Background: an optimization exercise with open tools, aiming at small area and a short achievable clock period. Do not read the settings as production practice.
Function was checked by simulation only, so behaviour that the tests miss may differ from the original.
The flow treats the clock pin as an ideal source, which a real chip does not have.
Power figures rest on the tool's default switching activity, not on a simulated workload.

--- flow/flow/run.sh ---
#!/bin/bash
# The standard ORFS layout with these changes:
# - the divider steps 3..16 go to synthesis as sky130 gate netlists, which
#   flow/gen_stage.py writes from design.v (it replaces the Stage module; the
#   registers and everything else stay as in the RTL);
# - synthesis: Yosys's full-adder extraction is off (ADDER_MAP_FILE empty),
#   and ABC maps the remaining logic for delay with flow/abc_speed.script;
# - clock tree: right after TritonCTS, its root buffer (which only drives the
#   two first-level buffers) is removed and each first-level buffer is split
#   in two, so the clock port drives four buffers (flow/rmroot.tcl).
# ORFS's scripts are copied here and only those points differ.
set -euo pipefail
rm -rf scripts_local
cp -r "$FLOW_HOME/scripts" scripts_local
cp flow/abc_speed.script scripts_local/abc_speed.script
cp flow/rmroot.tcl scripts_local/rmroot.tcl
python3 - <<'PY'
p = "scripts_local/cts.tcl"
s = open(p).read()
anchor = "log_cmd clock_tree_synthesis {*}$cts_args\n"
assert anchor in s
s = s.replace(anchor, anchor + "source $::env(SCRIPTS_DIR)/rmroot.tcl\nremove_clock_root\nsplit_clock_level1 4\n")
open(p, "w").write(s)
PY
python3 flow/gen_stage.py design.v > mapped.v 2> gen_stage.log
bash standard.sh ADDER_MAP_FILE= BUFFER_PORTS_ARGS="-buffer_cell sky130_fd_sc_hd__buf_1" SCRIPTS_DIR="$PWD/scripts_local" VERILOG_FILES="$PWD/mapped.v" finish > flow_make.log 2>&1
--- flow/flow/abc_speed.script ---
strash
dch
map -D 900
topo
stime -c
buffer -c
upsize -c
dnsize -c
--- flow/flow/gen_stage.py ---
#!/usr/bin/env python3
"""Write a gate-level version of the Stage module (sky130hd cells) for the
layout flow. Reads the design (design.v, all modules of the RTL), replaces its
Stage module with one whose steps J >= 3 are sky130 cell netlists, and prints
the result. Steps 1 and 2 keep the RTL's own description.

Each netlist computes what rtl/Stage.v computes: t = {r_in, s_in[15]} (the
r_in bits above J-1 are zero for J <= 8), q = t[8] | carry(t[7:0] + nd),
r_out = q ? t[7:0] + nd : t[7:0], s_out = {s_in[14:0], q}, where the carries
come from a Sklansky prefix tree, q from one AOI gate, and each remainder bit
as t ^ (q & (nd ^ c)).
"""
import re
import os
import sys

MAXFAN = int(os.environ.get('GEN_MAXFAN', '4'))


class Net:
    def __init__(self, b):
        self.b = b
        self.cells = []
        self.wires = []
        self.n = 0
        self.memo = {}

    def wire(self):
        self.n += 1
        w = f"n{self.n}"
        self.wires.append(w)
        return w

    def cell(self, typ, out, **pins):
        self.n += 1
        name = f"g{self.n}"
        self.cells.append([typ, name, dict(pins), out])

    def clone_loaded(self, maxfan):
        """Give each gate output with more than maxfan loads a copy of its
        gate, and move half of the loads to the copy."""
        done = False
        while not done:
            done = True
            loads = {}
            for c in self.cells:
                for pin, net in c[2].items():
                    loads.setdefault(net, []).append((c, pin))
            for c in list(self.cells):
                typ, name, pins, (opin, onet) = c
                ld = loads.get(onet, [])
                if len(ld) <= maxfan or typ.startswith("inv"):
                    continue
                w = self.wire()
                self.n += 1
                self.cells.append([typ, f"g{self.n}", dict(pins), (opin, w)])
                for cc, pin in ld[len(ld) // 2:]:
                    cc[2][pin] = w
                done = False
                break

    def text(self):
        out = []
        for typ, name, pins, o in self.cells:
            conns = ", ".join(f".{p}({v})" for p, v in list(pins.items()) + [o])
            out.append(f"sky130_fd_sc_hd__{typ} {name} ({conns});")
        return out

    def gate(self, typ, outpin, **pins):
        w = self.wire()
        self.cell(typ, (outpin, w), **pins)
        return w


class Step:
    """Signals are keyed by name; avail[name] maps polarity (True = true
    value) to a net."""

    def __init__(self, J):
        self.J = J
        self.m = min(J, 8)
        self.N = Net(J)
        self.avail = {}

    def t(self, i):
        return "s_in[15]" if i == 0 else f"r_in[{i - 1}]"

    def nd(self, i):
        return f"nd[{i}]"

    def get(self, key, pol):
        a = self.avail.setdefault(key, {})
        if pol in a:
            return a[pol]
        if key[0] in "gp" and len(key) == 2:
            # bit generate / propagate straight from the flops
            kind, i = key
            if kind == "g":
                a[pol] = self.N.gate("and2_1" if pol else "nand2_1", "X" if pol else "Y",
                                     A=self.t(i), B=self.nd(i))
            else:
                a[pol] = self.N.gate("or2_1" if pol else "nor2_1", "X" if pol else "Y",
                                     A=self.t(i), B=self.nd(i))
            return a[pol]
        self.build(key)
        if pol in a:
            return a[pol]
        a[pol] = self.N.gate("inv_1", "Y", A=a[not pol])
        return a[pol]

    def has(self, key):
        return key in self.avail and self.avail[key]

    @staticmethod
    def split(i, j):
        h = (i ^ j).bit_length() - 1
        return (i >> h) << h

    def G(self, i, j):
        return ("G", i, j) if i != j else ("g", i)

    def P(self, i, j):
        return ("P", i, j) if i != j else ("p", i)

    def pref_pol(self, key):
        """The polarity a signal is (or will be) built in."""
        if len(key) == 2:
            return None
        if not self.has(key):
            self.build(key)
        a = self.avail[key]
        return next(iter(a))

    def build(self, key):
        kind, i, j = key
        mid = self.split(i, j)
        hi_g, hi_p, lo_g = self.G(i, mid), self.P(i, mid), self.G(mid - 1, j)
        if kind == "G":
            lp = self.pref_pol(lo_g)
            if lp is None:
                lp = False
            if lp is False:
                # inverted inputs: G = !((Ph' | Gl') & Gh')
                out = self.N.gate("o21ai_1", "Y", A1=self.get(hi_p, False),
                                  A2=self.get(lo_g, False), B1=self.get(hi_g, False))
                self.avail.setdefault(key, {})[True] = out
            else:
                out = self.N.gate("a21oi_1", "Y", A1=self.get(hi_p, True),
                                  A2=self.get(lo_g, True), B1=self.get(hi_g, True))
                self.avail.setdefault(key, {})[False] = out
        else:
            lo_p = self.P(mid - 1, j)
            lp = self.pref_pol(lo_p)
            hp = self.pref_pol(hi_p)
            pol = lp if lp is not None else (hp if hp is not None else False)
            if pol is False:
                out = self.N.gate("nor2_1", "Y", A=self.get(hi_p, False), B=self.get(lo_p, False))
                self.avail.setdefault(key, {})[True] = out
            else:
                out = self.N.gate("nand2_1", "Y", A=self.get(hi_p, True), B=self.get(lo_p, True))
                self.avail.setdefault(key, {})[False] = out

    def carry(self, i):
        """Carry into bit i of t[7:0] + nd (carry in 0), as a key."""
        return self.G(i - 1, 0)

    def emit(self):
        J, m, N = self.J, self.m, self.N
        # q
        if J >= 9:
            mid = self.split(7, 0)
            t8n = N.gate("inv_1", "Y", A="r_in[7]")
            q = N.gate("o211ai_2", "Y", A1=self.get(self.P(7, mid), False),
                       A2=self.get(self.G(mid - 1, 0), False),
                       B1=self.get(self.G(7, mid), False), C1=t8n)
        elif m == 8:
            q = self.get(self.G(7, 0), True)
        else:
            ups = [self.nd(i) for i in range(m, 8)]
            if len(ups) == 1:
                upn = N.gate("inv_1", "Y", A=ups[0])
            elif len(ups) <= 4:
                typ = {2: "nand2_1", 3: "nand3_1", 4: "nand4_1"}[len(ups)]
                upn = N.gate(typ, "Y", **dict(zip("ABCD", ups)))
            else:
                a = N.gate("and3_1", "X", A=ups[0], B=ups[1], C=ups[2])
                rest = [a] + ups[3:]
                typ = {2: "nand2_1", 3: "nand3_1", 4: "nand4_1"}[len(rest)]
                upn = N.gate(typ, "Y", **dict(zip("ABCD", rest)))
            q = N.gate("nor2_2", "Y", A=upn, B=self.get(self.G(m - 1, 0), False))
        lines = []
        # remainder bits: t ^ (q & (nd ^ c))
        for i in range(m):
            if i == 0:
                y = self.nd(0)
            else:
                c = self.carry(i)
                cp = self.pref_pol(c)
                if cp is None:
                    cp = False
                cn = self.get(c, cp)
                y = N.gate("xor2_1" if cp else "xnor2_1", "X" if cp else "Y", A=self.nd(i), B=cn)
            nn = N.gate("nand2_1", "Y", A=q, B=y)
            N.cell("xnor2_1", ("Y", f"r_out[{i}]"), A=self.t(i), B=nn)
        for i in range(m, 8):
            lines.append(f"assign r_out[{i}] = 1'b0;")
        lines.append(f"assign s_out = {{s_in[14:0], {q}}};")
        N.clone_loaded(MAXFAN)
        body = [f"wire {w};" for w in N.wires] + N.text() + lines
        return body


def stage_module(rtl_stage):
    out = ["module Stage(s_in, r_in, nd, s_out, r_out);",
           "parameter J = 9;",
           "input  [15:0] s_in;", "input  [7:0]  r_in;", "input  [7:0]  nd;",
           "output [15:0] s_out;", "output [7:0]  r_out;",
           "generate"]
    first = True
    for J in range(3, 17):
        out.append(f"{'if' if first else 'end else if'} (J == {J}) begin : j{J}")
        first = False
        out += ["  " + l for l in Step(J).emit()]
    out.append("end else begin : rtl")
    out.append(f"  Stage_rtl #(.J(J)) u (s_in, r_in, nd, s_out, r_out);")
    out.append("end")
    out.append("endgenerate")
    out.append("endmodule")
    rtl = re.sub(r"\bmodule\s+Stage\b", "module Stage_rtl", rtl_stage, count=1)
    return rtl + "\n" + "\n".join(out) + "\n"


def main():
    src = open(sys.argv[1]).read()
    m = re.search(r"\bmodule\s+Stage\b.*?\bendmodule\b", src, re.S)
    assert m, "no Stage module"
    rest = src[:m.start()] + src[m.end():]
    sys.stdout.write(rest + "\n" + stage_module(m.group(0)))


if __name__ == "__main__":
    main()
--- flow/flow/rmroot.tcl ---
# remove the CTS root buffer: connect the clock port net straight to its loads
proc remove_clock_root {} {
  set block [ord::get_db_block]
  set cnet [$block findNet clock]
  set roots {}
  foreach it [$cnet getITerms] {
    set inst [$it getInst]
    if {[[$it getMTerm] getIoType] eq "INPUT"} { lappend roots $inst }
  }
  puts "clock port loads: [llength $roots]"
  foreach inst $roots {
    set onet ""
    foreach it [$inst getITerms] {
      if {[[$it getMTerm] getIoType] eq "OUTPUT"} { set onet [$it getNet] }
    }
    set sinks {}
    foreach it [$onet getITerms] {
      if {[[$it getMTerm] getIoType] eq "INPUT"} { lappend sinks $it }
    }
    puts "root [$inst getName] drives [llength $sinks]"
    foreach it $sinks { $it disconnect; $it connect $cnet }
    odb::dbInst_destroy $inst
    odb::dbNet_destroy $onet
  }
}

# split each buffer the clock port drives into two, each driving the half of
# its loads on one side, while the port drives at most max_loads pins
proc split_clock_level1 {max_loads} {
  set block [ord::get_db_block]
  set cnet [$block findNet clock]
  set bufs {}
  foreach it [$cnet getITerms] { lappend bufs [$it getInst] }
  set n [llength $bufs]
  foreach inst $bufs {
    if {$n >= $max_loads} { break }
    set master [$inst getMaster]
    set onet ""; set ain ""; set xout ""
    foreach it [$inst getITerms] {
      set io [[$it getMTerm] getIoType]
      if {$io eq "OUTPUT"} { set onet [$it getNet]; set xout [$it getMTerm] }
      if {$io eq "INPUT"} { set ain [$it getMTerm] }
    }
    set sinks {}
    foreach it [$onet getITerms] {
      if {[[$it getMTerm] getIoType] eq "INPUT"} {
        set bb [[$it getInst] getBBox]
        lappend sinks [list $it [expr {([$bb xMin]+[$bb xMax])/2}] [expr {([$bb yMin]+[$bb yMax])/2}]]
      }
    }
    if {[llength $sinks] < 2} { continue }
    set xs [lmap s $sinks {lindex $s 1}]; set ys [lmap s $sinks {lindex $s 2}]
    set dx [expr {[tcl::mathfunc::max {*}$xs] - [tcl::mathfunc::min {*}$xs]}]
    set dy [expr {[tcl::mathfunc::max {*}$ys] - [tcl::mathfunc::min {*}$ys]}]
    set k [expr {$dx >= $dy ? 1 : 2}]
    set sorted [lsort -integer -index $k $sinks]
    set h [expr {[llength $sorted] / 2}]
    set g1 [lrange $sorted 0 [expr {$h-1}]]
    set g2 [lrange $sorted $h end]
    set name "[$inst getName]_split"
    set ni [odb::dbInst_create $block $master $name]
    set nn [odb::dbNet_create $block "${name}_net"]
    $nn setSigType CLOCK
    [$ni findITerm [$ain getName]] connect $cnet
    [$ni findITerm [$xout getName]] connect $nn
    foreach s $g2 { set it [lindex $s 0]; $it disconnect; $it connect $nn }
    foreach {grp ii} [list $g1 $inst $g2 $ni] {
      set cx 0; set cy 0
      foreach s $grp { set cx [expr {$cx + [lindex $s 1]}]; set cy [expr {$cy + [lindex $s 2]}] }
      set cx [expr {$cx / [llength $grp]}]; set cy [expr {$cy / [llength $grp]}]
      $ii setLocation $cx $cy
      $ii setPlacementStatus PLACED
    }
    incr n
    puts "split [$inst getName]: [llength $g1] + [llength $g2]"
  }
}
--- flow/standard.sh ---
#!/bin/bash
# synth_recipe.tcl (not shown) runs the flow's synth.tcl, then flattens the netlist and writes it again
# the make line also repeats each setting of config.mk as NAME=value (left out here)
make -C /OpenROAD-flow-scripts/flow DESIGN_CONFIG=/design/flow/config.mk WORK_HOME=/design/flow/orfs CLKGATE_MAP_FILE= SYNTH_SCRIPT=/design/flow/synth_recipe.tcl "${@:-finish}"
--- flow/config.mk ---
export PLATFORM = sky130hd
export DESIGN_NAME = Divider
export DESIGN_NICKNAME = Divider
export VERILOG_FILES = /design/flow/design.v
export SDC_FILE = /design/flow/constraint.sdc
export NUM_CORES = 4
export LEC_CHECK = 0
export CAP_MARGIN = 20
export CORE_MARGIN = 2
export CORE_UTILIZATION = 60
export CTS_BUF_LIST = sky130_fd_sc_hd__clkbuf_16
export CTS_CLUSTER_DIAMETER = 100
export CTS_CLUSTER_SIZE = 30
export GPL_ROUTABILITY_DRIVEN = 0
export PLACE_DENSITY = 0.75
export SETUP_SLACK_MARGIN = 1.45
export SLEW_MARGIN = 20
--- flow/constraint.sdc ---
create_clock -name core_clock -period 3.0 [get_ports {clock}]
set_input_delay 0.6000 -clock core_clock [delete_from_list [all_inputs] [get_ports {clock}]]
set_output_delay 0.6000 -clock core_clock [all_outputs]
set_load 0.01 [all_outputs]
--- flow/design.v ---
module Register(s_in, r_in, d_in, s_out, r_out, d_out, clock);
parameter W = 8;
input  [15:0] s_in;
input  [7:0]  r_in;
input  [7:0]  d_in;
input         clock;
output reg [15:0] s_out;
output     [7:0]  r_out;
output reg [7:0]  d_out;
reg [W-1:0] r_q;
always @(posedge clock) begin
  s_out <= s_in;
  r_q   <= r_in[W-1:0];
  d_out <= d_in;
end
generate
  if (W < 8) begin : pad
    assign r_out = {{(8 - W){1'b0}}, r_q};
  end else begin : full
    assign r_out = r_q;
  end
endgenerate
endmodule
module Stage(s_in, r_in, nd, s_out, r_out);
parameter J = 9;
input  [15:0] s_in;
input  [7:0]  r_in;
input  [7:0]  nd;
output [15:0] s_out;
output [7:0]  r_out;
localparam WI = (J - 1 < 8) ? J - 1 : 8;
localparam WO = (J < 8) ? J : 8;
wire [7:0] rin_w = r_in & ((9'd1 << WI) - 9'd1);
wire [8:0] t     = {rin_w, s_in[15]};
wire [7:0] g0 = t[7:0] & nd;
wire [7:0] p0 = t[7:0] | nd;
wire [7:0] g1 = {g0[7] | p0[7] & g0[6], g0[6], g0[5] | p0[5] & g0[4], g0[4],
                 g0[3] | p0[3] & g0[2], g0[2], g0[1] | p0[1] & g0[0], g0[0]};
wire [7:0] p1 = {p0[7] & p0[6], p0[6], p0[5] & p0[4], p0[4],
                 p0[3] & p0[2], p0[2], p0[1] & p0[0], p0[0]};
wire [7:0] g2 = {g1[7] | p1[7] & g1[5], g1[6] | p1[6] & g1[5], g1[5], g1[4],
                 g1[3] | p1[3] & g1[1], g1[2] | p1[2] & g1[1], g1[1], g1[0]};
wire [7:0] p2 = {p1[7] & p1[5], p1[6] & p1[5], p1[5], p1[4],
                 p1[3] & p1[1], p1[2] & p1[1], p1[1], p1[0]};
wire [7:0] g3 = {g2[7:4] | p2[7:4] & {4{g2[3]}}, g2[3:0]};
wire [8:0] c  = {g3, 1'b0};
wire [7:0] x    = nd ^ c[7:0];
wire [7:0] sum  = t[7:0] ^ x;
wire       q    = t[8] | c[8];
wire [7:0] rn   = q ? sum : t[7:0];
assign s_out = {s_in[14:0], q};
assign r_out = rn & ((9'd1 << WO) - 9'd1);
endmodule
module Divider(divisor,dividend,quotient_final,remainder,clock);
input clock;
input [7:0] divisor;
input [15:0] dividend;
output [15:0] quotient_final;
output [22:0] remainder;
wire [15:0] s  [1:15];
wire [7:0]  r  [1:15];
wire [7:0]  d  [1:15];
wire [15:0] sn [1:15];
wire [7:0]  rn [1:15];
reg [15:0] s1;
reg [7:0]  d1;
always @(posedge clock) begin
  s1 <= dividend;
  d1 <= divisor;
end
assign s[1] = s1;
assign r[1] = 8'd0;
assign d[1] = 8'd0 - d1;
wire [15:0] sa;
wire [7:0]  ra;
Stage #(.J(1)) S1 (s[1], r[1], d[1], sa, ra);
Stage #(.J(2)) S2 (sa, ra, d[1], sn[1], rn[1]);
Register #(.W(2)) R2 (sn[1], rn[1], d[1], s[2], r[2], d[2], clock);
genvar k;
generate
  for (k = 2; k <= 14; k = k + 1) begin : st
    Stage #(.J(k + 1)) S (s[k], r[k], d[k], sn[k], rn[k]);
    Register #(.W((k + 1 < 8) ? k + 1 : 8)) R (sn[k], rn[k], d[k], s[k+1], r[k+1], d[k+1], clock);
  end
endgenerate
Stage #(.J(16)) S16 (s[15], r[15], d[15], sn[15], rn[15]);
wire z15 = (d[15] == 8'd0);
reg [15:0] qf;
reg [15:0] rf;
always @(posedge clock) begin
  qf <= sn[15] | {16{z15}};
  rf <= {sn[15][7:0] & {8{z15}}, rn[15]};
end
assign quotient_final = qf;
assign remainder = {7'd0, rf};
endmodule
==> impl_metrics.ini, run 1 <==
[status]
outcome = no timing/DRC/antenna violations

[synth]
yosys_warnings = 8
synth_edf_count = 0
synth_ff_type = dfxtp_1
synth-async-reset-ratio_pct = 0
postSynthAreaPerCell_sq_um = 10.7
synth_area_sq_um = 14400
synth_most_common_cell = dfxtp_1
yosys.area.top_type = dfxtp_1
yosysTopAreaCellShare_pct = 67.1
synthCells = 1345
synth_area_leaders = dfxtp_1, xnor2_1, nand2_1
seq_area_frac_synth_pct = 67.1
ys_seq_elements = 483
ys_top_cells_by_count = dfxtp_1, nand2_1, nor2_1
yosysUniqueCellTypes = 26

[place]
portBuffers = 56
placed_cell_area_sq_um = 15000
hpwlAfterDp_um = 13600
post-place-ws_ps = 1210

[final_layout]
final_net_count = 1462
fillers = 1718
seq_area_sq_um = 9730
n_antenna_cell = 0
area_growth_pct = 12.6
final_area_sq_um = 16200
drive_above_1_share_pct = 14.9
postLayoutCoreUtil_pct = 68.9
multiInputGateArea_sq_um = 4980

[critical_path]
critical_path_class = flip-flop to flip-flop
start_kind = flip-flop
cp.arrival_ps = 1720
cp.required_ps = 3240
critPathCaptureType = flip-flop
crit_fanout = 4

[cts]
cts_sinks = 483
clk_latency_ps = 320
postCtsHoldBufs = 0
path_clk_slew_ps = 110
numCtsBuffers = 20
cts_tree = done

[global_route]
busiest_layer = met2
antenna_found_initial = 0
track_usage_pct = 15.3
grt_use_met1_pct = 15.2
grt_max_degree = 31
use_met2_pct = 30.9
first_global_vias = 7884
grt_pass1_wl_um = 32600
grt_overflow = 0
use_met3_pct = 2.40

[detailed_routing]
drt_iter0_drc = 386
wl_per_cell_um = 11.5
vias = 8227
firstDrtPassIters = 4
route.detailed.drc = 0
via_per_inst = 4.69
routed_wl_um = 20100
ant_nets = 0

[sta]
finalWorstSetupSlack_ps = 1530
slew_viol_final = 0
setup_viol = 0
rsz0062_at_grt = yes
holdWs_ps = 316
layout_min_cycle_time_ps = 1470
fmax_ghz = 0.679
hold_violations = 0
setup_tns_ps = 0
period_share_pct = 49.1
fin_skew_ps = 31.2

[hold_path]
hold_path_class = flip-flop to flip-flop

[power]
leakage_uw = 0.00668
p_per_area_nw_per_um2 = 961
irDropWorstVdd_v = 0.000782

[floorplanning]
die_height_um = 159
placementRows = 56
initial_core_util_pct = 61.2
core_area_sq_um = 23500
dieArea_sq_um = 25300
num_io_pins = 64
die_x_um = 159

[job]
drv_cap = 0
## where the power goes
group | internal, uW | switching, uW
clock network | 1350 | 1740
registers | 7550 | 704
logic | 1940 | 2320
total | 10800 | 4760
## sequential cells by signal (all words and copies together), names as in the netlist
name,cells
R2.d_out,8
R2.r_q,2
R2.s_out,16
d1,8
qf,16
rf,16
s1,16
st.R.d_out,104
st.R.r_q,89
st.R.s_out,208
## worst max-delay path, stage by stage (launching register included)
cell and delay, ps:
dfxtp_1 360, nand2_1 130, o21ai_4 240, a21oi_2 110, o21ai_1 180, xor2_1 150, nand2_1 80, xnor2_1 130
## through the flow
stage	total power, uW	instances
floorplan	11400	1351
global placement	12000	1717
detailed placement	12100	1717
CTS	15300	1744
global route	16500	1756
finish	15600	1756
## area by class of cell, without the clock buffers
type                    instances  share of cell area, %
flip-flops and latches        483                   59.9
multi-input cells             803                   30.7
well taps                     319                   2.46
repair buffers                 72                   2.04
inverters                      56                   1.30
plain buffers                   2                  0.308
clock inverters                 1                  0.185
## metal layers
metal | wire, um | up-vias
met1 | 7920 | 3684
met2 | 10900 | 122
met3 | 609 | 41
met4 | 663 | 0
li1 | - | 4380
met5 | 0 | -
## timing repair
| action | in CTS | in global routing |
|---|---|---|
| endpoints found under the setup margin | 103 | 101 |
| pin swaps | 9 | 38 |
| buffers inserted | 4 | 12 |
| gates resized for setup | 27 | 140 |
## worst paths after layout
| check | from | end | slack, ps | depth (start not counted) |
|---|---|---|---|---|
| worst max register to register | st[13].R.d_out[0]$_DFF_P_ | st[14].R.r_q[6]$_DFF_P_ | 1530 | 7 |
| worst max-delay path | st[13].R.d_out[0]$_DFF_P_ | st[14].R.r_q[6]$_DFF_P_ | 1530 | 7 |
| worst min-delay path | st[11].R.s_out[4]$_DFF_P_ | st[12].R.s_out[5]$_DFF_P_ | 320 | 0 |
| worst min register to register | st[11].R.s_out[4]$_DFF_P_ | st[12].R.s_out[5]$_DFF_P_ | 320 | 0 |
## logic make-up (layout without fill, tap and decap cells)
logic type / count (synthesis) / count (layout) / synth area share (%)
compound gates: 168 / 168 / 6.84
xor+xnor: 184 / 184 / 11.2
buf+inv: 65 / 151 / 1.88
flops: 483 / 483 / 67.1
other cells: 1 / 7 / 0.0260
simple gates: 444 / 444 / 12.9
## cell usage in the layout (no fill, tap or decap), types with 5 or more instances in the layout
cell       count
dfxtp_1      438
nand2_1      219
xnor2_1      134
nor2_1       117
o21ai_1       63
buf_1         56
inv_1         53
xor2_1        47
dfxtp_2       45
a21oi_1       31
nor2_2        27
and2_1        25
a21oi_2       25
or2_1         24
clkbuf_16     22
o21ai_2       18
nand2_2       16
buf_4         16
o211ai_2      11
o21ai_4       11
conb_1         7
nor2_4         6
o211ai_4       5
==> run 2: changes to the inputs <==
--- a/flow/config.mk
+++ b/flow/config.mk
@@ -11,7 +11,6 @@
 export CTS_BUF_LIST = sky130_fd_sc_hd__clkbuf_16
 export CTS_CLUSTER_DIAMETER = 100
 export CTS_CLUSTER_SIZE = 30
-export GPL_ROUTABILITY_DRIVEN = 0
 export PLACE_DENSITY = 0.75
-export SETUP_SLACK_MARGIN = 1.45
+export SETUP_SLACK_MARGIN = 1.48
 export SLEW_MARGIN = 20
==> run 2 against run 1 <==
Compared with the run above:
- still clean
- final cell count is 0.80% higher
- sequential cell count stayed put
- core utilization is 1.1 points higher
- design area is 1.6% higher
- routed wire length is 1.2% higher
- sequential power hardly changed
- sequential share of layout area is 0.77 points lower
- clock power hardly changed
- maximum frequency is 0.24% lower
- critical path type unchanged
- largest power group unchanged
==> impl_metrics.ini, run 2 <==
[sta]
fmax_ghz = 0.677
period_share_pct = 49.2
setup_tns_ps = 0
holdWs_ps = 315
hold_violations = 0
fin_skew_ps = 31.3
layout_min_cycle_time_ps = 1480
setup_viol = 0
slew_viol_final = 0
finalWorstSetupSlack_ps = 1520
rsz0062_at_grt = yes

[global_route]
grt_overflow = 0
grt_pass1_wl_um = 32800
track_usage_pct = 15.5
antenna_found_initial = 0
first_global_vias = 7914
grt_max_degree = 31

[cts]
cts_sinks = 483
cts_tree = done
clk_latency_ps = 320
path_clk_slew_ps = 100
numCtsBuffers = 20

[place]
routabilityCongestion = 0.854
dpl.cell_count = 1717
post-place-ws_ps = 1210
portBuffers = 56
hpwlAfterDp_um = 13600

[detailed_routing]
via_per_inst = 4.67
routed_wl_um = 20400
wl_per_cell_um = 11.5
vias = 8270
drt_iter0_drc = 398
ant_nets = 0
route.detailed.drc = 0
firstDrtPassIters = 4

[synth]
ys_seq_elements = 483
synth_area_sq_um = 14400
synth-async-reset-ratio_pct = 0
postSynthAreaPerCell_sq_um = 10.7
yosys_warnings = 8
synth_edf_count = 0
seq_area_frac_synth_pct = 67.1
yosysTopAreaCellShare_pct = 67.1
synth_most_common_cell = dfxtp_1
synth_area_leaders = dfxtp_1, xnor2_1, nand2_1
ys_top_cells_by_count = dfxtp_1, nand2_1, nor2_1
yosys.area.top_type = dfxtp_1
yosysUniqueCellTypes = 26
synthCells = 1345
synth_ff_type = dfxtp_1

[floorplanning]
placementRows = 56
die_height_um = 159
dieArea_sq_um = 25300
core_area_sq_um = 23500
initial_core_util_pct = 61.2
num_io_pins = 64
die_x_um = 159

[final_layout]
reg_top3 = st.R.s_out: 208 flops, st.R.d_out: 104 flops, st.R.r_q: 89 flops
largest_reg_flops = 208
mostFrequentLayoutCells = dfxtp_1, nand2_1, xnor2_1
n_antenna_cell = 0
drive_above_1_share_pct = 18.8
largest-register = st.R.s_out
area_growth_pct = 14.5
final_net_count = 1476
final_common_cell = dfxtp_1
stdcell_count = 1770

[critical_path]
crit_fanout = 5
critical_path_class = flip-flop to flip-flop
cp_common_cell = nand2_1
critPathCaptureType = flip-flop
cp.required_ps = 3230
start_kind = flip-flop
cp_slowest_cell = dfxtp_1
cp_slowest_stage_delay_ps = 410
path_cells = nor2_1 -> nor2_2 -> nand2_1 -> o211ai_2 -> nand2_1 -> xnor2_1
cp.arrival_ps = 1710

[status]
outcome = no timing/DRC/antenna violations

[hold_path]
hold_path_class = flip-flop to flip-flop

[power]
p_per_area_nw_per_um2 = 959
irDropWorstVdd_v = 0.000782
power.total_uw = 15800
leakage_uw = 0.00678

[job]
drv_cap = 0
==> run 2: cell counts after synthesis <==
No cell type changed its count.
==> run 2: cells by family after synthesis <==
logic type                share of synthesized area [%]
buffers and inverters                              1.88
AOI/OAI and AO/OA                                  6.84
DFF                                                67.1
and+or+nand+nor                                    12.9
other                                            0.0260
xor gates and xnor gates                           11.2
==> run 2: worst max-delay path: cells and delay by family, from the launching register on <==
kind	cells	cell delay, ps
AO/OA/AOI/OAI	1	320
XOR/XNOR	1	140
flip-flops	1	410
AND/OR/NAND/NOR	4	520
==> run 2: cell type report, without the clock buffers <==
class | instances | area [sq um]
plain buffers | 2 | 50.0
multi-input cells | 803 | 5110
repair buffers | 86 | 435
clock inverters | 1 | 30.0
well taps | 319 | 399
flip-flops and latches | 483 | 9760
inverters | 56 | 210
fillers | 1677 | 7050
==> run 2: routing by layer <==
metal | part of all wire (%) | vias to the layer above | GRT usage [%]
li1 | - | 4401 | -
met1 | 39 | 3709 | 15.3
met2 | 54 | 116 | 31.2
met3 | 3.1 | 44 | 2.40
met4 | 3.4 | 0 | 7.23
met5 | 0 | - | 0
==> run 2: final timing paths <==
check | start | endpoint | slack (ps) | cells past startpoint
min reg2reg | st[11].R.s_out[4]$_DFF_P_ | st[12].R.s_out[5]$_DFF_P_ | 320 | 0
min | st[11].R.s_out[4]$_DFF_P_ | st[12].R.s_out[5]$_DFF_P_ | 320 | 0
max | st[9].R.d_out[7]$_DFF_P_ | st[10].R.r_q[1]$_DFF_P_ | 1520 | 6
max reg2reg | st[9].R.d_out[7]$_DFF_P_ | st[10].R.r_q[1]$_DFF_P_ | 1520 | 6
==> run 2: per-stage QoR <==
step	util, %	instance area (sq um)
5_1_grt	70.1	16500
4_1_cts	67.0	15800
6_report	70.1	16500
3_3_place_gp	63.6	15000
3_5_place_dp	63.6	15000
2_1_floorplan	-	14400
==> run 2: report_power, final <==
part / internal (uW) / switching, uW / total [uW] / leakage, uW
combinational: 2030 / 2420 / 4450 / 0.00246
clock: 1350 / 1740 / 3090 / 0.000283
sequential: 7560 / 719 / 8280 / 0.00404
total: 10900 / 4880 / 15800 / 0.00678
==> run 2: repair_timing <==
| item | CTS | global route |
|---|---|---|
| resized for setup | 38 | 183 |
| endpoints found under the hold margin | 0 | 0 |
| pin swaps | 14 | 44 |
| buffers inserted | 10 | 20 |
| hold buffers | 0 | 0 |
| setup endpoints to repair | 121 | 104 |
==> run 3: changes to the inputs <==
--- a/flow/config.mk
+++ b/flow/config.mk
@@ -12,5 +12,5 @@
 export CTS_CLUSTER_DIAMETER = 100
 export CTS_CLUSTER_SIZE = 30
 export PLACE_DENSITY = 0.75
-export SETUP_SLACK_MARGIN = 1.48
+export SETUP_SLACK_MARGIN = 1.42
 export SLEW_MARGIN = 20
==> run 3 against run 2 <==
Compared with the run above:
- global-route usage shrank 0.16 points
- sequential cell count is the same
- largest cell class unchanged
- maximum frequency shrank 2.3%
- sequential share of layout area grew 1.4 points
- highest routed layer unchanged
- register-to-register slack lost 30 ps
==> impl_metrics.ini, run 3 <==
[synth]
yosysUniqueCellTypes = 26
ys_top_cells_by_count = dfxtp_1, nand2_1, nor2_1
ys_seq_elements = 483
yosys_warnings = 8
synth_edf_count = 0
synth_area_leaders = dfxtp_1, xnor2_1, nand2_1
yosys.area.top_type = dfxtp_1
synthCells = 1345
yosysTopAreaCellShare_pct = 67.1
seq_area_frac_synth_pct = 67.1
synth-async-reset-ratio_pct = 0
synth_ff_type = dfxtp_1
synth_most_common_cell = dfxtp_1
postSynthAreaPerCell_sq_um = 10.7
synth_area_sq_um = 14400

[critical_path]
cp.required_ps = 3240
crit_fanout = 6
critical_path_class = flip-flop to flip-flop
reg2reg_depth = 6
cp-startpoint = st[13].R.d_out[2]$_DFF_P_
critPathCaptureType = flip-flop
rrSetupSlack_ps = 1490
timing.rr.end = st[14].R.r_q[0]$_DFF_P_
r2r-start = st[13].R.d_out[2]$_DFF_P_
cp.arrival_ps = 1750
start_kind = flip-flop

[cts]
clk_latency_ps = 320
numCtsBuffers = 20
cts_sinks = 483
postCtsHoldBufs = 0
cts_tree = done
path_clk_slew_ps = 110

[final_layout]
final_net_count = 1461
stdcell_count = 1755
reg_top3 = st.R.s_out: 208 flops, st.R.d_out: 104 flops, st.R.r_q: 89 flops
mostFrequentLayoutCells = dfxtp_1, nand2_1, xnor2_1
area_growth_pct = 11.2
largest_reg_flops = 208
final_common_cell = dfxtp_1
largest-register = st.R.s_out
drive_above_1_share_pct = 10.9
n_antenna_cell = 0

[global_route]
antenna_found_initial = 0
grt_max_degree = 31
track_usage_pct = 15.3
first_global_vias = 7866
grt_pass1_wl_um = 32400
grt_overflow = 0

[detailed_routing]
drt_iter0_drc = 352
wl_per_cell_um = 11.3
ant_nets = 0
routed_wl_um = 19800
vias = 8203
route.detailed.drc = 0
via_per_inst = 4.67
firstDrtPassIters = 4

[job]
drv_cap = 0

[power]
p_per_area_nw_per_um2 = 964
leakage_uw = 0.00664
irDropWorstVdd_v = 0.000783

[sta]
setup_tns_ps = 0
fmax_ghz = 0.662
fin_skew_ps = 30.8
finalWorstSetupSlack_ps = 1490
slew_viol_final = 0
setup_viol = 0
rsz0062_at_grt = yes
holdWs_ps = 313
hold_violations = 0
period_share_pct = 50.3
layout_min_cycle_time_ps = 1510

[place]
post-place-ws_ps = 1210
hpwlAfterDp_um = 13600
routabilityCongestion = 0.854
dpl.cell_count = 1717
portBuffers = 56

[floorplanning]
initial_core_util_pct = 61.2
dieArea_sq_um = 25300
die_x_um = 159
num_io_pins = 64
core_area_sq_um = 23500
placementRows = 56
die_height_um = 159

[hold_path]
hold_path_class = flip-flop to flip-flop
hold_depth = 0
hp-start = st[11].R.s_out[4]$_DFF_P_
worstHoldEndpoint = st[12].R.s_out[5]$_DFF_P_

[status]
outcome = no timing/DRC/antenna violations
-- run 3: cell count changes in the layout (fill, tap and decap cells not counted), moves of 6 or more --
| cell | delta |
|---|---|
| nor2_1 | +27 |
| o211ai_4 | -6 |
| o21ai_2 | -8 |
| nor2_2 | -26 |
| nand2_1 | +11 |
| o21ai_1 | +13 |
| buf_4 | -15 |
| dfxtp_2 | -42 |
| o211ai_2 | +6 |
| dfxtp_1 | +43 |
| nand2_2 | -11 |
-- run 3: logic make-up (layout without fill, tap and decap cells) --
kind of cell | after synthesis | count (layout) | share of synthesized area (%)
other | 1 | 7 | 0.0260
xor gates and xnor gates | 184 | 184 | 11.2
DFF | 483 | 483 | 67.1
AOI/OAI and AO/OA | 168 | 168 | 6.84
and+or+nand+nor | 444 | 444 | 12.9
buffers and inverters | 65 | 150 | 1.88
-- run 3: layout make-up, without the clock buffers --
class	count	area, sq um
tap	319	399
fill	1760	7530
clock inverter	1	30.0
inverter	56	210
sequential	483	9700
multi-input combinational	803	4800
timing repair buffer	71	323
buffer	2	50.0
-- run 3: metal layers --
| metal | vias to the layer above | track usage [%] | wire, um |
|---|---|---|---|
| li1 | 4378 | - | - |
| met2 | 112 | 30.8 | 10800 |
| met4 | 0 | 7.40 | 614 |
| met5 | - | 0 | 0 |
| met1 | 3672 | 15.1 | 7800 |
| met3 | 41 | 2.40 | 576 |
-- run 3: how the worst max path moves through the flow --
| stage | to | slack, ps |
|---|---|---|
| after floorplan | st[6].R.r_q[3]$_DFF_P_ | 1620 |
| after global placement | st[5].R.r_q[0]$_DFF_P_ | 1280 |
| after detailed placement | st[5].R.r_q[2]$_DFF_P_ | 1210 |
| after CTS | st[8].R.r_q[7]$_DFF_P_ | 1420 |
| after global routing | st[3].R.r_q[2]$_DFF_P_ | 1360 |
| final | st[14].R.r_q[0]$_DFF_P_ | 1490 |
-- run 3: through the flow --
stage | cell area (sq um) | total power [uW] | util [%]
after floorplan | 14400 | 11400 | -
after global placement | 15000 | 12000 | 63.6
after detailed placement | 15000 | 12100 | 63.6
after CTS | 15600 | 15300 | 66.5
after global routing | 16000 | 16400 | 68.0
final | 16000 | 15400 | 68.0
-- run 3: timing repair --
action	in CTS	in global routing
setup buffers	3	12
endpoints found under the setup margin	88	94
pin swaps	5	29
gates resized for setup	19	82
-- run 3: power breakdown --
group / leakage, uW / switching (uW) / internal [uW] / total (uW)
Clock: 0.000283 / 1740 / 1350 / 3080
Sequential: 0.00404 / 694 / 7540 / 8230
Combinational: 0.00232 / 2230 / 1880 / 4110
Total: 0.00664 / 4660 / 10800 / 15400
-- run 3: worst max-delay path, stage by stage, from the launching register on --
cell and delay (ps):
dfxtp_1 420, nand2_1 80, o21ai_1 260, a21oi_2 130, o211ai_4 280, nand2_1 100, xnor2_1 130
==> run 4: changes to the inputs <==
--- a/flow/config.mk
+++ b/flow/config.mk
@@ -11,6 +11,6 @@
 export CTS_BUF_LIST = sky130_fd_sc_hd__clkbuf_16
 export CTS_CLUSTER_DIAMETER = 100
 export CTS_CLUSTER_SIZE = 30
-export PLACE_DENSITY = 0.75
-export SETUP_SLACK_MARGIN = 1.42
+export PLACE_DENSITY = 0.7
+export SETUP_SLACK_MARGIN = 1.3
 export SLEW_MARGIN = 20
==> run 4 against run 3 <==
Compared with the run above:
- sequential power about the same
- worst setup slack worse by 61 ps
- clock power about the same
- global-route usage about the same
- die area unchanged
- via count down 1.3%
- power down 2.3%
- maximum frequency down 3.9%
- worst hold slack better by 7.0 ps
- sequential cell count unchanged
==> impl_metrics.ini, run 4 <==
[cts]
clk_latency_ps = 320
cts_tree = done
postCtsHoldBufs = 0
path_clk_slew_ps = 100
numCtsBuffers = 20
cts_sinks = 483

[floorplanning]
initial_core_util_pct = 61.2
die_x_um = 159
placementRows = 56
dieArea_sq_um = 25300
num_io_pins = 64
core_area_sq_um = 23500
die_height_um = 159

[detailed_routing]
firstDrtPassIters = 4
drt_iter0_drc = 325
route.detailed.drc = 0
via_per_inst = 4.65
routed_wl_um = 19000
ant_nets = 0
vias = 8100
wl_per_cell_um = 10.9

[place]
hpwlAfterDp_um = 13700
routabilityCongestion = 0.797
portBuffers = 56

[sta]
rsz0062_at_grt = no
setup_tns_ps = 0
holdWs_ps = 320
period_share_pct = 52.4
slew_viol_final = 0
fin_skew_ps = 30.0
fmax_ghz = 0.637
hold_violations = 0
setup_viol = 0
layout_min_cycle_time_ps = 1570

[synth]
yosysTopAreaCellShare_pct = 67.1
ys_seq_elements = 483
synth_area_leaders = dfxtp_1, xnor2_1, nand2_1
yosys.area.top_type = dfxtp_1
synth_area_sq_um = 14400
synth_edf_count = 0
postSynthAreaPerCell_sq_um = 10.7
synth_most_common_cell = dfxtp_1
synthCells = 1345
ys_top_cells_by_count = dfxtp_1, nand2_1, nor2_1
seq_area_frac_synth_pct = 67.1
synth_ff_type = dfxtp_1
synth-async-reset-ratio_pct = 0
yosys_warnings = 8
yosysUniqueCellTypes = 26

[critical_path]
cp.arrival_ps = 1790
critPathCaptureType = flip-flop
cp.required_ps = 3220
cp_common_cell = nand2_1
crit_fanout = 4
path_buf_inv = 0
crit_cells = 7
cp_slowest_stage_delay_ps = 360
reg2reg_depth = 7
r2r-start = st[8].R.d_out[0]$_DFF_P_
rrSetupSlack_ps = 1430
cp_slowest_cell = dfxtp_1
timing.rr.end = st[9].R.r_q[5]$_DFF_P_
crit_family = compound AO/OA/AOI/OAI gates
cp-startpoint = st[8].R.d_out[0]$_DFF_P_
path_cells = nand2_1 -> o21ai_2 -> a21oi_1 -> o21ai_1 -> xor2_1 -> nand2_1 -> xnor2_1
critical_path_class = flip-flop to flip-flop
start_kind = flip-flop

[global_route]
grt_overflow = 0
track_usage_pct = 15.3
first_global_vias = 7691
grt_pass1_wl_um = 32300
antenna_found_initial = 0
grt_max_degree = 31

[status]
outcome = no timing/DRC/antenna violations

[final_layout]
final_common_cell = dfxtp_1
largest_reg_flops = 208
drive_above_1_share_pct = 5.41
mostFrequentLayoutCells = dfxtp_1, nand2_1, nor2_1
largest-register = st.R.s_out
reg_top3 = st.R.s_out: 208 flops, st.R.d_out: 104 flops, st.R.r_q: 89 flops
n_antenna_cell = 0
area_growth_pct = 8.68
final_net_count = 1447

[power]
p_per_area_nw_per_um2 = 963
leakage_uw = 0.00654
irDropWorstVdd_v = 0.000587

[job]
drv_cap = 0

[hold_path]
hold_depth = 0
hp-start = st[6].R.s_out[14]$_DFF_P_
worstHoldEndpoint = st[7].R.s_out[15]$_DFF_P_
hold_path_class = flip-flop to flip-flop
run 4: cell counts after synthesis:
No cell type changed its count.
run 4: layer usage:
| metal | GRT usage, % | up-vias | share of wire [%] |
|---|---|---|---|
| met2 | 30.4 | 119 | 52 |
| met5 | 0 | - | 0 |
| li1 | - | 4359 | - |
| met4 | 5.04 | 0 | 2.7 |
| met1 | 15.7 | 3583 | 42 |
| met3 | 3.52 | 39 | 4.1 |
run 4: cells by family (layout without fill, tap and decap cells):
family / after synthesis / count (layout) / synth area share [%]
xor gates and xnor gates: 184 / 184 / 11.2
buffers and inverters: 65 / 136 / 1.88
other: 1 / 7 / 0.0260
DFF: 483 / 483 / 67.1
and+or+nand+nor: 444 / 444 / 12.9
AOI/OAI and AO/OA: 168 / 168 / 6.84
run 4: worst max-delay path by stage:
| stage | endpoint | slack (ps) |
|---|---|---|
| after floorplan | st[6].R.r_q[3]$_DFF_P_ | 1620 |
| after global placement | st[5].R.r_q[0]$_DFF_P_ | 1160 |
| after detailed placement | st[5].R.r_q[0]$_DFF_P_ | 1160 |
| after CTS | st[6].R.r_q[0]$_DFF_P_ | 1300 |
| after global routing | st[5].R.r_q[2]$_DFF_P_ | 1300 |
| final | st[9].R.r_q[5]$_DFF_P_ | 1430 |
run 4: timing repair:
item | CTS | global route
buffers inserted | 0 | 1
resized for setup | 3 | 22
endpoints found under the hold margin | 0 | 0
endpoints found under the setup margin | 8 | 82
pin swaps | 0 | 2
run 4: area by class of cell, without the clock buffers:
cell class / instances / area [sq um]
fillers: 1865 / 7890
well taps: 319 / 399
repair buffers: 57 / 218
multi-input cells: 803 / 4570
clock inverters: 1 / 30.0
plain buffers: 2 / 50.0
flip-flops and latches: 483 / 9670
inverters: 56 / 210
run 4: power breakdown:
part | internal [uW] | total [uW] | switching, uW
sequential | 7530 | 8230 | 695
combinational | 1740 | 3760 | 2020
clock | 1350 | 3090 | 1740
total | 10600 | 15100 | 4460
run 4: metrics by stage:
step / setup WS, ps / cells / util [%] / power [uW] / cell area, sq um
final: 1430 / 1741 / 66.5 / 15100 / 15700
after global routing: 1300 / 1741 / 66.5 / 16100 / 15700
after CTS: 1300 / 1740 / 66.1 / 15200 / 15600
after detailed placement: 1160 / 1717 / 63.6 / 12100 / 15000
after global placement: 1160 / 1717 / 63.6 / 12000 / 15000
after floorplan: 1620 / 1351 / - / 11400 / 14400
==> run 5: changes to the inputs <==
--- a/flow/config.mk
+++ b/flow/config.mk
@@ -7,10 +7,10 @@
 export LEC_CHECK = 0
 export CAP_MARGIN = 20
 export CORE_MARGIN = 2
-export CORE_UTILIZATION = 60
+export CORE_UTILIZATION = 50
 export CTS_BUF_LIST = sky130_fd_sc_hd__clkbuf_16
 export CTS_CLUSTER_DIAMETER = 100
 export CTS_CLUSTER_SIZE = 30
 export PLACE_DENSITY = 0.7
-export SETUP_SLACK_MARGIN = 1.3
+export SETUP_SLACK_MARGIN = 1.45
 export SLEW_MARGIN = 20
==> run 5 against run 4 <==
Compared with the run above:
- clock skew down 2.1 ps
- critical path type unchanged
- area after synthesis unchanged
- first-iteration DRC count down 16%
- worst hold slack worse by 6.4 ps
- die area up 19%
- synthesized cell count unchanged
- still clean
==> impl_metrics.ini, run 5 <==
[global_route]
busiest_layer = met2
use_met3_pct = 2.11
grt_pass1_wl_um = 31500
antenna_found_initial = 0
grt_use_met1_pct = 11.4
use_met2_pct = 25.2
grt_overflow = 0
track_usage_pct = 12.4
first_global_vias = 7643
grt_max_degree = 31

[place]
routabilityCongestion = 0.828
post-place-ws_ps = 1240
hpwlAfterDp_um = 13100
portBuffers = 56
dpl.cell_count = 1782

[floorplanning]
dieArea_sq_um = 30200
num_io_pins = 64
placementRows = 62
die_height_um = 174
core_area_sq_um = 28500
initial_core_util_pct = 50.5
die_x_um = 174

[sta]
rsz0062_at_grt = yes
slew_viol_final = 0
fmax_ghz = 0.673
fin_skew_ps = 27.9
setup_tns_ps = 0
finalWorstSetupSlack_ps = 1510
setup_viol = 0
hold_violations = 0
period_share_pct = 49.5
layout_min_cycle_time_ps = 1490

[detailed_routing]
ant_nets = 0
vias = 8306
routed_wl_um = 19600
wl_per_cell_um = 10.7
firstDrtPassIters = 4
route.detailed.drc = 0
via_per_inst = 4.54
drt_iter0_drc = 272

[power]
p_per_area_nw_per_um2 = 958
power.total_uw = 15700
irDropWorstVdd_v = 0.000581
leakage_uw = 0.00671

[final_layout]
final_common_cell = dfxtp_1
n_antenna_cell = 0
largest_reg_flops = 208
reg_top3 = st.R.s_out: 208 flops, st.R.d_out: 104 flops, st.R.r_q: 89 flops
area_growth_pct = 13.7
final_net_count = 1471
mostFrequentLayoutCells = dfxtp_1, nand2_1, xnor2_1
largest-register = st.R.s_out
postLayoutCoreUtil_pct = 57.4
drive_above_1_share_pct = 15.3
stdcell_count = 1831

[synth]
yosys_warnings = 8
yosysTopAreaCellShare_pct = 67.1
synth_area_leaders = dfxtp_1, xnor2_1, nand2_1
ys_top_cells_by_count = dfxtp_1, nand2_1, nor2_1
ys_seq_elements = 483
synth_edf_count = 0
synth_ff_type = dfxtp_1
synth-async-reset-ratio_pct = 0
postSynthAreaPerCell_sq_um = 10.7
synth_area_sq_um = 14400
yosysUniqueCellTypes = 26
seq_area_frac_synth_pct = 67.1
yosys.area.top_type = dfxtp_1
synthCells = 1345
synth_most_common_cell = dfxtp_1

[critical_path]
crit_fanout = 4
critPathCaptureType = flip-flop
critical_path_class = flip-flop to flip-flop
cp.arrival_ps = 1700
cp.required_ps = 3220
start_kind = flip-flop

[hold_path]
hold_path_class = flip-flop to flip-flop

[job]
drv_cap = 0

[cts]
cts_sinks = 483
postCtsHoldBufs = 0
path_clk_slew_ps = 100
clk_latency_ps = 340
cts_tree = done
numCtsBuffers = 20

[status]
outcome = no timing/DRC/antenna violations
-- run 5: cell counts after synthesis --
No cell type changed its count.
-- run 5: report_power, final --
group | switching [uW] | internal (uW) | total [uW]
Sequential | 695 | 7550 | 8240
Clock | 1760 | 1350 | 3110
Combinational | 2340 | 1990 | 4320
-- run 5: metrics by stage --
step           hold slack [ps]  area, sq um
2_1_floorplan              310        14400
3_3_place_gp               310        15100
3_5_place_dp               312        15100
4_1_cts                    315        15800
5_1_grt                    323        16400
6_report                   313        16400
-- run 5: layout make-up, without the clock buffers --
| class | instances | area (sq um) |
|---|---|---|
| Buffer | 2 | 50.0 |
| Clock inverter | 2 | 33.8 |
| Fill cell | 2386 | 12200 |
| Inverter | 56 | 210 |
| Multi-Input combinational cell | 804 | 4980 |
| Sequential cell | 483 | 9730 |
| Tap cell | 384 | 480 |
| Timing Repair Buffer | 80 | 390 |
-- run 5: per-layer routing --
metal / share of wire, % / vias to the layer above / routed length [um]
li1: - / 4399 / -
met1: 38 / 3737 / 7500
met2: 55 / 118 / 10800
met3: 3.1 / 52 / 604
met4: 3.9 / 0 / 774
met5: 0 / - / 0
-- run 5: final timing paths --
check,from,endpoint,slack [ps],cells past startpoint
worst min-delay path,s1[11]$_DFF_P_,R2.s_out[13]$_DFF_P_,310,0
worst max register to register,st[12].R.r_q[0]$_DFF_P_,st[13].R.r_q[7]$_DFF_P_,1510,7
worst min register to register,s1[11]$_DFF_P_,R2.s_out[13]$_DFF_P_,310,0
worst max-delay path,st[12].R.r_q[0]$_DFF_P_,st[13].R.r_q[7]$_DFF_P_,1510,7
-- run 5: worst max-delay path, cell delays in order, from the launching register on --
cell and delay [ps]:
dfxtp_1 340, nor2_1 220, o21ai_4 110, a21oi_2 240
o21ai_2 100, xor2_1 140, nand2_1 80, xnor2_1 130
-- run 5: cell families (layout without fill, tap and decap cells) --
family / count (synthesis) / in the layout / synth area share, %
buffers and inverters: 65 / 160 / 1.88
XOR/XNOR: 184 / 184 / 11.2
other: 1 / 7 / 0.0260
AND/OR/NAND/NOR: 444 / 445 / 12.9
AO/OA/AOI/OAI: 168 / 168 / 6.84
flip-flops: 483 / 483 / 67.1
-- run 5: timing repair --
action	in CTS	in global routing
buffers inserted	8	16
pin swaps	10	32
gates resized for setup	26	140
cloned	0	1
setup endpoints to repair	107	119
==> run 6: changes to the inputs <==
--- a/flow/flow/gen_stage.py
+++ b/flow/flow/gen_stage.py
@@ -14,7 +14,7 @@
 import os
 import sys
 
-MAXFAN = int(os.environ.get('GEN_MAXFAN', '4'))
+MAXFAN = int(os.environ.get('GEN_MAXFAN', '100'))
 
 
 class Net:
--- a/flow/config.mk
+++ b/flow/config.mk
@@ -7,10 +7,10 @@
 export LEC_CHECK = 0
 export CAP_MARGIN = 20
 export CORE_MARGIN = 2
-export CORE_UTILIZATION = 50
+export CORE_UTILIZATION = 55
 export CTS_BUF_LIST = sky130_fd_sc_hd__clkbuf_16
 export CTS_CLUSTER_DIAMETER = 100
 export CTS_CLUSTER_SIZE = 30
 export PLACE_DENSITY = 0.7
-export SETUP_SLACK_MARGIN = 1.45
+export SETUP_SLACK_MARGIN = 1.5
 export SLEW_MARGIN = 20
==> run 6 against run 5 <==
Compared with the run above:
- critical path type unchanged
- sequential share of layout area down 1.7 points
- via count up 1.5%
- largest cell class unchanged
- core utilization up 10 points
- synthesized cell count down 1.6%
- highest routed layer unchanged
- largest power group unchanged
- first-iteration DRC count unchanged
- still clean
==> impl_metrics.ini, run 6 <==
[synth]
ys_seq_elements = 483
postSynthAreaPerCell_sq_um = 10.8
ys_top_cells_by_count = dfxtp_1, nand2_1, nor2_1
seq_area_frac_synth_pct = 67.9
synth_most_common_cell = dfxtp_1
synth-async-reset-ratio_pct = 0
yosys.area.top_type = dfxtp_1
yosysTopAreaCellShare_pct = 67.9
synth_area_leaders = dfxtp_1, xnor2_1, nand2_1
yosys_warnings = 8
yosysUniqueCellTypes = 26
synth_area_sq_um = 14200
synth_ff_type = dfxtp_1
synth_edf_count = 0
synthCells = 1324

[place]
routabilityCongestion = 0.778
hpwlAfterDp_um = 12200
portBuffers = 56

[critical_path]
cp.arrival_ps = 1710
reg2reg_depth = 8
cp_slowest_stage_delay_ps = 370
crit_family = compound AO/OA/AOI/OAI gates
critical_path_class = flip-flop to flip-flop
cp_common_cell = o21ai_2
start_kind = flip-flop
path_buf_inv = 1
crit_fanout = 3
timing.rr.end = st[5].R.r_q[5]$_DFF_P_
path_cells = nor2_2 -> o21ai_2 -> a21oi_2 -> buf_4 -> o21ai_2 -> xor2_1 -> nand2_2 -> xnor2_2
cp_slowest_cell = dfxtp_2
critPathCaptureType = flip-flop
rrSetupSlack_ps = 1510
r2r-start = st[4].R.r_q[0]$_DFF_P_
cp.required_ps = 3220

[cts]
cts_tree = done
clk_latency_ps = 340
postCtsHoldBufs = 0
cts_sinks = 483
numCtsBuffers = 20
path_clk_slew_ps = 110

[floorplanning]
dieArea_sq_um = 27200
core_area_sq_um = 25300
placementRows = 58
die_x_um = 165
initial_core_util_pct = 56.2
die_height_um = 165
num_io_pins = 64

[power]
power_switching_uw = 5060
pwr-share-clk_pct = 19.0
p_per_area_nw_per_um2 = 958
internal_power_uw = 11300
leakage_uw = 0.00699
p_comb_share_pct = 29.9
irDropWorstVdd_v = 0.000634
swShare_pct = 30.9
p_seq_share_pct = 51.1

[detailed_routing]
route.detailed.drc = 0
firstDrtPassIters = 4
wl_per_cell_um = 11.4
ant_nets = 0
drt_iter0_drc = 272
via_per_inst = 4.67
routed_wl_um = 20600
vias = 8432

[hold_path]
hold_depth = 0
hold_path_class = flip-flop to flip-flop
worstHoldEndpoint = st[12].R.s_out[13]$_DFF_P_
hp-start = st[11].R.s_out[12]$_DFF_P_

[global_route]
grt_max_degree = 31
grt_overflow = 0
antenna_found_initial = 0
grt_pass1_wl_um = 32800
first_global_vias = 7904
track_usage_pct = 14.8

[status]
outcome = no timing/DRC/antenna violations

[sta]
period_share_pct = 49.6
fmax_ghz = 0.671
setup_tns_ps = 0
hold_violations = 0
layout_min_cycle_time_ps = 1490
slew_viol_final = 0
worst_pin_slew_ps = 515
holdWs_ps = 326
maxSlewHeadroom_pct = 65.4
setup_viol = 0
rsz0062_at_grt = yes
fin_skew_ps = 40.7

[final_layout]
area_growth_pct = 19.8
largest-register = st.R.s_out
largest_reg_flops = 208
drive_above_1_share_pct = 26.4
final_net_count = 1501
reg_top3 = st.R.s_out: 208 flops, st.R.d_out: 104 flops, st.R.r_q: 89 flops
final_common_cell = dfxtp_1
mostFrequentLayoutCells = dfxtp_1, nand2_1, xnor2_1

[job]
drv_cap = 0
==> run 6: cell types whose count changed in the layout (fill, tap and decap cells not counted), sizes merged <==
cell and delta:
a21oi -9, buf +44, clkinv -1, diode +1, nor2 -3, o211ai -1, o21ai -1
==> run 6: cells by family (layout without fill, tap and decap cells) <==
kind of cell	after synthesis	after routing	synth area share, %
xor gates and xnor gates	184	184	11.3
buffers and inverters	65	203	1.90
DFF	483	483	67.9
other	1	8	0.0263
AOI/OAI and AO/OA	150	157	5.87
and+or+nand+nor	441	442	13.0
==> run 6: worst reg2reg max path: stages (launching register included) <==
cell     delay, ps
dfxtp_2        370
nor2_2          50
o21ai_2        180
a21oi_2         90
buf_4          140
o21ai_2        120
xor2_1         200
nand2_2         90
xnor2_2        140
==> run 6: area by class of cell, without the clock buffers <==
type / count / area (sq um)
sequential: 483 / 9840
fill: 1855 / 8270
multi-input combinational: 790 / 5270
timing repair buffer: 124 / 746
tap: 330 / 413
inverter: 56 / 210
buffer: 2 / 50.0
clock inverter: 1 / 30.0
antenna: 1 / 2.50
==> run 6: routing by layer <==
metal  up-vias  wire length [um]  global-route usage (%)
li1       4435                 -                       -
met2       113             11700                    30.9
met5         -                 0                       0
met1      3832              7430                    13.3
met3        52               671                    3.19
met4         0               788                    6.40
==> run 6: how the worst max path moves through the flow <==
stage | start | to | slack (ps) | cells past startpoint
5_1_grt | st[4].R.r_q[0]$_DFF_P_ | st[5].R.r_q[4]$_DFF_P_ | 1390 | 8
6_report | st[4].R.r_q[0]$_DFF_P_ | st[5].R.r_q[5]$_DFF_P_ | 1510 | 8
3_5_place_dp | st[5].R.d_out[1]$_DFF_P_ | st[6].R.r_q[1]$_DFF_P_ | 1190 | 8
2_1_floorplan | st[5].R.d_out[1]$_DFF_P_ | st[6].R.r_q[2]$_DFF_P_ | 1550 | 8
3_3_place_gp | st[5].R.d_out[0]$_DFF_P_ | st[6].R.r_q[2]$_DFF_P_ | 1210 | 8
4_1_cts | st[4].R.s_out[15]$_DFF_P_ | st[5].R.r_q[5]$_DFF_P_ | 1480 | 8
==> run 6: repair_timing <==
| action | 4_1_cts | 5_1_grt |
|---|---|---|
| setup endpoints to repair | 127 | 102 |
| gates cloned | 8 | 0 |
| pin swaps | 40 | 84 |
| resized for setup | 98 | 241 |
| setup buffers | 31 | 37 |
==> run 6: power groups by stage <==
stage	clock, uW	combinational, uW	sequential (uW)
final	3100	4890	8350
after floorplan	0	2900	8270
after global placement	0	3370	8320
after global routing	3450	5390	8520
after detailed placement	0	3500	8360
after CTS	3210	4260	8210
==> run 6: per-stage QoR <==
step / worst slack [ps] / cell area, sq um / cells / total power [uW] / utilization, %
6_report: 1510 / 17100 / 1807 / 16300 / 67.4
3_3_place_gp: 1210 / 14800 / 1707 / 11700 / 58.5
3_5_place_dp: 1190 / 14800 / 1707 / 11900 / 58.5
5_1_grt: 1390 / 17100 / 1806 / 17400 / 67.3
4_1_cts: 1480 / 16200 / 1769 / 15700 / 63.8
2_1_floorplan: 1550 / 14300 / 1330 / 11200 / -
==> run 7: changes to the inputs <==
--- a/flow/flow/gen_stage.py
+++ b/flow/flow/gen_stage.py
@@ -14,7 +14,7 @@
 import os
 import sys
 
-MAXFAN = int(os.environ.get('GEN_MAXFAN', '100'))
+MAXFAN = int(os.environ.get('GEN_MAXFAN', '3'))
 
 
 class Net:
--- a/flow/config.mk
+++ b/flow/config.mk
@@ -7,10 +7,10 @@
 export LEC_CHECK = 0
 export CAP_MARGIN = 20
 export CORE_MARGIN = 2
-export CORE_UTILIZATION = 55
+export CORE_UTILIZATION = 60
 export CTS_BUF_LIST = sky130_fd_sc_hd__clkbuf_16
 export CTS_CLUSTER_DIAMETER = 100
 export CTS_CLUSTER_SIZE = 30
-export PLACE_DENSITY = 0.7
-export SETUP_SLACK_MARGIN = 1.5
+export PLACE_DENSITY = 0.75
+export SETUP_SLACK_MARGIN = 1.45
 export SLEW_MARGIN = 20
==> run 7 against run 6 <==
Compared with the run above:
- register-to-register slack about the same
- still clean on timing, DRC and antenna
- maximum frequency decreased by 0.55%
- via count increased by 4.9%
- largest power group unchanged
- routed wire length increased by 4.2%
- largest cell class unchanged
- first-iteration DRC count increased by 110%
- critical path type unchanged
- worst hold slack improved by 2.3 ps
- clock power decreased by 2%
==> impl_metrics.ini, run 7 <==
[synth]
yosys.area.top_type = dfxtp_1
postSynthAreaPerCell_sq_um = 10.5
synth_area_sq_um = 14900
yosys_warnings = 8
seq_area_frac_synth_pct = 65.0
synth-async-reset-ratio_pct = 0
ys_top_cells_by_count = dfxtp_1, nand2_1, nor2_1
yosysUniqueCellTypes = 26
synth_most_common_cell = dfxtp_1
ys_seq_elements = 483
synth_area_leaders = dfxtp_1, xnor2_1, nand2_1
synth_edf_count = 0
yosysTopAreaCellShare_pct = 65.0
synth_ff_type = dfxtp_1
synthCells = 1422

[detailed_routing]
wl_per_cell_um = 11.7
routed_wl_um = 21400
via_per_inst = 4.82
ant_nets = 0
vias = 8843
drt_iter0_drc = 572
route.detailed.drc = 0
firstDrtPassIters = 5

[final_layout]
largest-register = st.R.s_out
area_growth_pct = 10.8
largest_reg_flops = 208
mostFrequentLayoutCells = dfxtp_1, nand2_1, nor2_1
seq_area_sq_um = 9730
multiInputGateArea_sq_um = 5280
fillers = 1813
final_common_cell = dfxtp_1
reg_top3 = st.R.s_out: 208 flops, st.R.d_out: 104 flops, st.R.r_q: 89 flops
drive_above_1_share_pct = 13.7
final_area_sq_um = 16500
final_net_count = 1534
n_antenna_cell = 0

[critical_path]
cp.arrival_ps = 1720
cp_slowest_cell = dfxtp_1
crit_fanout = 4
critPathCaptureType = flip-flop
cp-startpoint = st[14].R.d_out[1]$_DFF_P_
cp_common_cell = nand2_1
r2r-start = st[14].R.d_out[1]$_DFF_P_
rrSetupSlack_ps = 1500
path_cells = nand2_1 -> o21ai_4 -> a21oi_1 -> o211ai_2 -> nand2_1 -> xnor2_1
cp_slowest_stage_delay_ps = 420
critical_path_class = flip-flop to flip-flop
start_kind = flip-flop
cp.required_ps = 3220

[place]
hpwlAfterDp_um = 15000
post-place-ws_ps = 1300
placed_cell_area_sq_um = 15500
portBuffers = 56
routabilityCongestion = 0.832

[floorplanning]
dieArea_sq_um = 26100
die_x_um = 161
core_area_sq_um = 24300
die_height_um = 161
num_io_pins = 64
initial_core_util_pct = 61.2
placementRows = 57

[sta]
setup_viol = 0
hold_violations = 0
holdWs_ps = 328
layout_min_cycle_time_ps = 1500
period_share_pct = 49.9
setup_tns_ps = 0
fmax_ghz = 0.668
fin_skew_ps = 25.5
finalWorstSetupSlack_ps = 1500
slew_viol_final = 0
rsz0062_at_grt = yes

[cts]
cts_sinks = 483
path_clk_slew_ps = 100
clk_latency_ps = 330
cts_tree = done
numCtsBuffers = 20

[global_route]
track_usage_pct = 16.4
grt_max_degree = 31
grt_overflow = 0
antenna_found_initial = 0
grt_pass1_wl_um = 35300
first_global_vias = 8060

[power]
p_per_area_nw_per_um2 = 969
leakage_uw = 0.00678
irDropWorstVdd_v = 0.000615

[job]
drv_cap = 0

[status]
outcome = no timing/DRC/antenna violations

[hold_path]
hold_path_class = flip-flop to flip-flop
hp-start = st[3].R.s_out[13]$_DFF_P_
## run 7: path summary, 6_finish.rpt
path / cells after the start / to
worst min register to register: 0 / st[4].R.s_out[14]$_DFF_P_
worst max-delay path: 6 / rf[0]$_DFF_P_
worst max register to register: 6 / rf[0]$_DFF_P_
worst min-delay path: 0 / st[4].R.s_out[14]$_DFF_P_
## run 7: logic make-up (layout without fill, tap and decap cells)
family          Yosys count  in the layout  share of synthesized area [%]
compound gates          215            215                           9.02
xor+xnor                184            184                           10.8
buf+inv                  65            146                           1.82
flops                   483            483                           65.0
other cells               1              7                         0.0252
simple gates            474            474                           13.3
## run 7: critical path: cells and delay by family, from the launching register on
kind                      cells  cell delay (ps)
AOI/OAI and AO/OA             3              530
DFF                           1              420
xor gates and xnor gates      1              140
and+or+nand+nor               2              290
## run 7: where the power goes
group	switching [uW]	total [uW]	leakage, uW	internal [uW]
logic	2570	4600	0.00247	2040
clock network	1740	3050	0.000277	1300
registers	766	8320	0.00404	7550
total	5070	16000	0.00678	10900
## run 7: cell type report, without the clock buffers
type,instances,area share (%)
Clock inverter,2,0.281
Inverter,56,1.28
Sequential cell,483,59.0
Tap cell,324,2.46
Multi-Input combinational cell,880,32.0
Buffer,2,0.304
Timing Repair Buffer,67,1.78
## run 7: routing by layer
layer / track usage (%) / part of all wire, %
met1: 20.8 / 47
met2: 28.1 / 47
met3: 2.72 / 4.2
met4: 6.09 / 2.3
met5: 0 / 0
## run 7: what timing repair did
item | in CTS | in global routing
hold buffers | 0 | 0
pin swaps | 2 | 19
gates cloned | 0 | 0
gates resized for setup | 10 | 122
buffers inserted | 2 | 9
endpoints found under the setup margin | 45 | 87
## run 7: metrics by stage
step | util (%) | power (uW) | cells
floorplan | - | 11800 | 1428
global placement | 63.6 | 12600 | 1799
detailed placement | 63.6 | 12700 | 1799
CTS | 66.1 | 15800 | 1824
global route | 67.8 | 17000 | 1833
finish | 67.8 | 16000 | 1833

## separate check: timing with driven ports
Ports are ideal in the flow. The routed layouts listed here were re-timed in OpenROAD.
Step 1 assumes that a clkbuf_16 drives the clock port and a buf_2 every other input.
Step 2 times the ports against the registers' clock, not the clock port: input delays grow and output delays shrink by t, the midpoint of the rising clock arrivals with the driver on.
a / b / c = no drivers / after step 1 / after step 2; a / b = the first two.
| run | t, ns | setup slack, ns | clock arrival spread, ns | worst data-port slew with drivers (ns) |
|---|---|---|---|---|
| run 1 | 0.418 | 1.527 / 1.491 / 1.527 | 0.049 / 0.049 | 0.03 |
| run 2 | 0.420 | 1.524 / 1.489 / 1.524 | 0.049 / 0.050 | 0.03 |
| run 3 | 0.413 | 1.490 / 1.490 / 1.490 | 0.048 / 0.049 | 0.03 |
| run 4 | 0.419 | 1.429 / 1.429 / 1.429 | 0.054 / 0.054 | 0.03 |
| run 5 | 0.417 | 1.514 / 1.502 / 1.514 | 0.050 / 0.050 | 0.03 |
| run 6 | 0.420 | 1.511 / 1.495 / 1.511 | 0.047 / 0.047 | 0.03 |
| run 7 | 0.425 | 1.503 / 1.489 / 1.503 | 0.034 / 0.034 | 0.03 |
After both steps setup and hold are still met in every run listed.
